What follows belongs to an exercise in optimizing a design on an open flow for small area; a production flow would make more cautious choices. In this exercise RTL edits were held to simulation tests only and were not proved equivalent to the original.

## basemul
module basemul(
  input clk,
  input set,
  input wire signed [15:0] a1,
  input wire signed [15:0] a0,
  input wire signed [15:0] b1,
  input wire signed [15:0] b0,
  input wire signed [15:0] zeta,
  output wire signed [15:0] t1,
  output wire signed [15:0] t0
);
==> flow/config.mk <==
export PLATFORM = sky130hd
export DESIGN_NAME = basemul
export DESIGN_NICKNAME = basemul
export VERILOG_FILES = /design/flow/design.v
export SDC_FILE = /design/flow/constraint.sdc
export NUM_CORES = 4
export LEC_CHECK = 0
export CAP_MARGIN = 20
export CORE_MARGIN = 2
export CORE_UTILIZATION = 40
export CTS_CLUSTER_DIAMETER = 100
export CTS_CLUSTER_SIZE = 30
export GPL_TIMING_DRIVEN = 0
export SLEW_MARGIN = 20
export SYNTH_HIERARCHICAL = 1
export SYNTH_MINIMUM_KEEP_SIZE = 0
==> flow/constraint.sdc <==
create_clock -name core_clock -period 9.0 [get_ports {clk}]
set_input_delay 1.8000 -clock core_clock [delete_from_list [all_inputs] [get_ports {clk}]]
set_output_delay 1.8000 -clock core_clock [all_outputs]
set_load 0.01 [all_outputs]
run.sh (not shown) runs the stock make flow with config.mk's settings and CLKGATE_MAP_FILE= SYNTH_SCRIPT=/design/flow/synth_recipe.tcl, a recipe that flattens the netlist after the stock synthesis.
==> next run, changes <==
==> flow/flow/run.sh (new file) <==
#!/bin/bash
# Own flow: the standard layout (standard synthesis unchanged), except that
# the input/output port buffers are the smallest buffer cell instead of the default,
# and after global routing cells on paths with positive slack are downsized (RECOVER_POWER).
set -euo pipefail
export BUFFER_PORTS_ARGS="-buffer_cell sky130_fd_sc_hd__buf_1"
export RECOVER_POWER=100
bash standard.sh finish > standard_flow.log 2>&1
==> flow/standard.sh (new file) <==
#!/bin/bash
# synth_recipe.tcl (not shown) runs the flow's synth.tcl, then flattens the netlist and writes it again
# the make line also repeats each setting of config.mk as NAME=value (left out here)
make -C /OpenROAD-flow-scripts/flow DESIGN_CONFIG=/design/flow/config.mk WORK_HOME=/design/flow/orfs CLKGATE_MAP_FILE= SYNTH_SCRIPT=/design/flow/synth_recipe.tcl "${@:-finish}"
Settings changed: CORE_UTILIZATION 40 to 75, GPL_TIMING_DRIVEN 0 to not set.
removed: flow/run.sh
Result: Area after synthesis is unchanged. Setup slack got worse by 0.045 ns. Clock skew goes down by 0.021 ns. Sequential share of layout area increases by 0.76 points. Fmax drops by 0.51%.
==> next run, changes <==
Settings changed: CORE_UTILIZATION 75 to 85.
Now the flow did not get past global routing; area after synthesis is unchanged; synthesized cell count does not change.
==> next run, changes <==
Settings changed: CORE_UTILIZATION 85 to 65.
Effect: This time the run produced a clean layout. Synthesized cell count does not change. Area after synthesis does not change.
==> next run, changes <==
==> flow/flow/run.sh (replaced) <==
#!/bin/bash
# Own flow: the standard layout (standard synthesis unchanged), except that
# the input/output port buffers are the smallest buffer cell instead of the default.
set -euo pipefail
export BUFFER_PORTS_ARGS="-buffer_cell sky130_fd_sc_hd__buf_1"
bash standard.sh finish > standard_flow.log 2>&1
Settings changed: CORE_UTILIZATION 65 to 40.
Result: First-iteration DRC count goes up by roughly a tenth. Routed wire length rose by a few percent. Cell area goes up by a few percent. Critical path depth increases by 3.

---

== v55 ==
basemul again, from the RTL that the note above started with.
## basemul
module basemul(
  input clk,
  input set,
  input wire signed [15:0] a1,
  input wire signed [15:0] a0,
  input wire signed [15:0] b1,
  input wire signed [15:0] b0,
  input wire signed [15:0] zeta,
  output wire signed [15:0] t1,
  output wire signed [15:0] t0
);
==> flow/config.mk <==
export PLATFORM = sky130hd
export DESIGN_NAME = basemul
export DESIGN_NICKNAME = basemul
export VERILOG_FILES = /design/flow/design.v
export SDC_FILE = /design/flow/constraint.sdc
export NUM_CORES = 4
export LEC_CHECK = 0
export CAP_MARGIN = 20
export CORE_MARGIN = 2
export CORE_UTILIZATION = 40
export CTS_CLUSTER_DIAMETER = 100
export CTS_CLUSTER_SIZE = 30
export SLEW_MARGIN = 20
export SYNTH_HIERARCHICAL = 1
export SYNTH_MINIMUM_KEEP_SIZE = 0
==> flow/constraint.sdc <==
create_clock -name core_clock -period 9.0 [get_ports {clk}]
set_input_delay 1.8000 -clock core_clock [delete_from_list [all_inputs] [get_ports {clk}]]
set_output_delay 1.8000 -clock core_clock [all_outputs]
set_load 0.01 [all_outputs]
standard.sh (not shown) runs the stock make flow with config.mk's settings and CLKGATE_MAP_FILE= SYNTH_SCRIPT=/design/flow/synth_recipe.tcl, a recipe that flattens the netlist after the stock synthesis.
==> flow/flow/run.sh <==
#!/bin/bash
# Own flow: the standard layout (standard synthesis unchanged), except that
# the input/output port buffers are the smallest buffer cell instead of the default,
# and after global routing cells on paths with positive slack are downsized (RECOVER_POWER).
set -euo pipefail
export BUFFER_PORTS_ARGS="-buffer_cell sky130_fd_sc_hd__buf_1"
export RECOVER_POWER=100
bash standard.sh finish > standard_flow.log 2>&1
Modified inputs, v31 compared to v55
Settings: swapping 20 for 0 in CAP_MARGIN; swapping 20 for 0 in SLEW_MARGIN.
==> flow/run.sh (new file) <==
#!/bin/bash
# synth_recipe.tcl (not shown) runs the flow's synth.tcl, then flattens the netlist and writes it again
# the make line also repeats each setting of config.mk as NAME=value (left out here)
make -C /OpenROAD-flow-scripts/flow DESIGN_CONFIG=/design/flow/config.mk WORK_HOME=/design/flow/orfs CLKGATE_MAP_FILE= SYNTH_SCRIPT=/design/flow/synth_recipe.tcl finish
removed: flow/flow/run.sh
removed: flow/standard.sh
==> comparison <==
v31 vs. v55: fmax comparable.
Taking v55 as the reference, in v31 portion of the layout cell area used by clock cells fell 0.17 points; overall global routing resource usage now sits lower; quantity of gates resized following cts shows an increase of 1; final core area utilization went up 0.75 points; fraction of the cycle the final worst path needs decreased by 0.21 points relative to the old numbers.
Input changes introduced in v5 (baseline for comparison: v31):
Settings: CAP_MARGIN: 0 -> 20; SLEW_MARGIN: 0 -> 20.
Results
- Re mean area per synthesized cell: no difference whatsoever between v31 and v5.
- From v31 to v5, DRC violations left did not move at all.
- Number of hold buffers added after cts delta (v31 -> v5): insignificant
- Diff v5..v31 | overall routing resource usage | unchanged
- Comparing v5 against v31, there is no change at all in adder and majority gate portion of the synthesized area.
- There was hardly any difference in post-synthesis instance area between v5 and v31.
- Compared v5 against v31; first-pass GRT wire length within noise.
- v31 -> v5: final wirelength flat

port drivers added, routing unchanged:
How much do the figures lean on ideal ports? The routed layouts below were timed once more, with nothing changed but the port constraints.
Step 1 sets driving cells, clkbuf_16 on the clock port and buf_2 on the other inputs (assumed; they add their load-dependent delay and slew).
Step 2 times the ports against the registers' clock, not the clock port: input delays grow and output delays shrink by t, the midpoint of the rising clock arrivals with the driver on.
a / b / c = no drivers / after step 1 / after step 2; a / b = the first two.
run	shift t [ns]	setup WS [ns]	worst hold slack (ns)	pins driven straight from the clock port
the first run of note 1	0.637	0.216 / 0.216 / 0.216	0.312 / 0.312 / 0.312	1
the second run of note 1	0.624	0.171 / 0.171 / 0.171	0.326 / 0.326 / 0.326	1
the fourth run of note 1	0.646	0.264 / 0.264 / 0.264	0.333 / 0.333 / 0.333	1
the fifth run of note 1	0.679	0.231 / 0.231 / 0.231	0.329 / 0.329 / 0.329	1
v55	0.678	0.225 / 0.225 / 0.225	0.329 / 0.329 / 0.329	1
v31	0.655	0.244 / 0.244 / 0.244	0.320 / 0.320 / 0.320	1
v5	0.655	0.244 / 0.244 / 0.244	0.320 / 0.320 / 0.320	1
After both steps setup and hold are still met in every run listed.
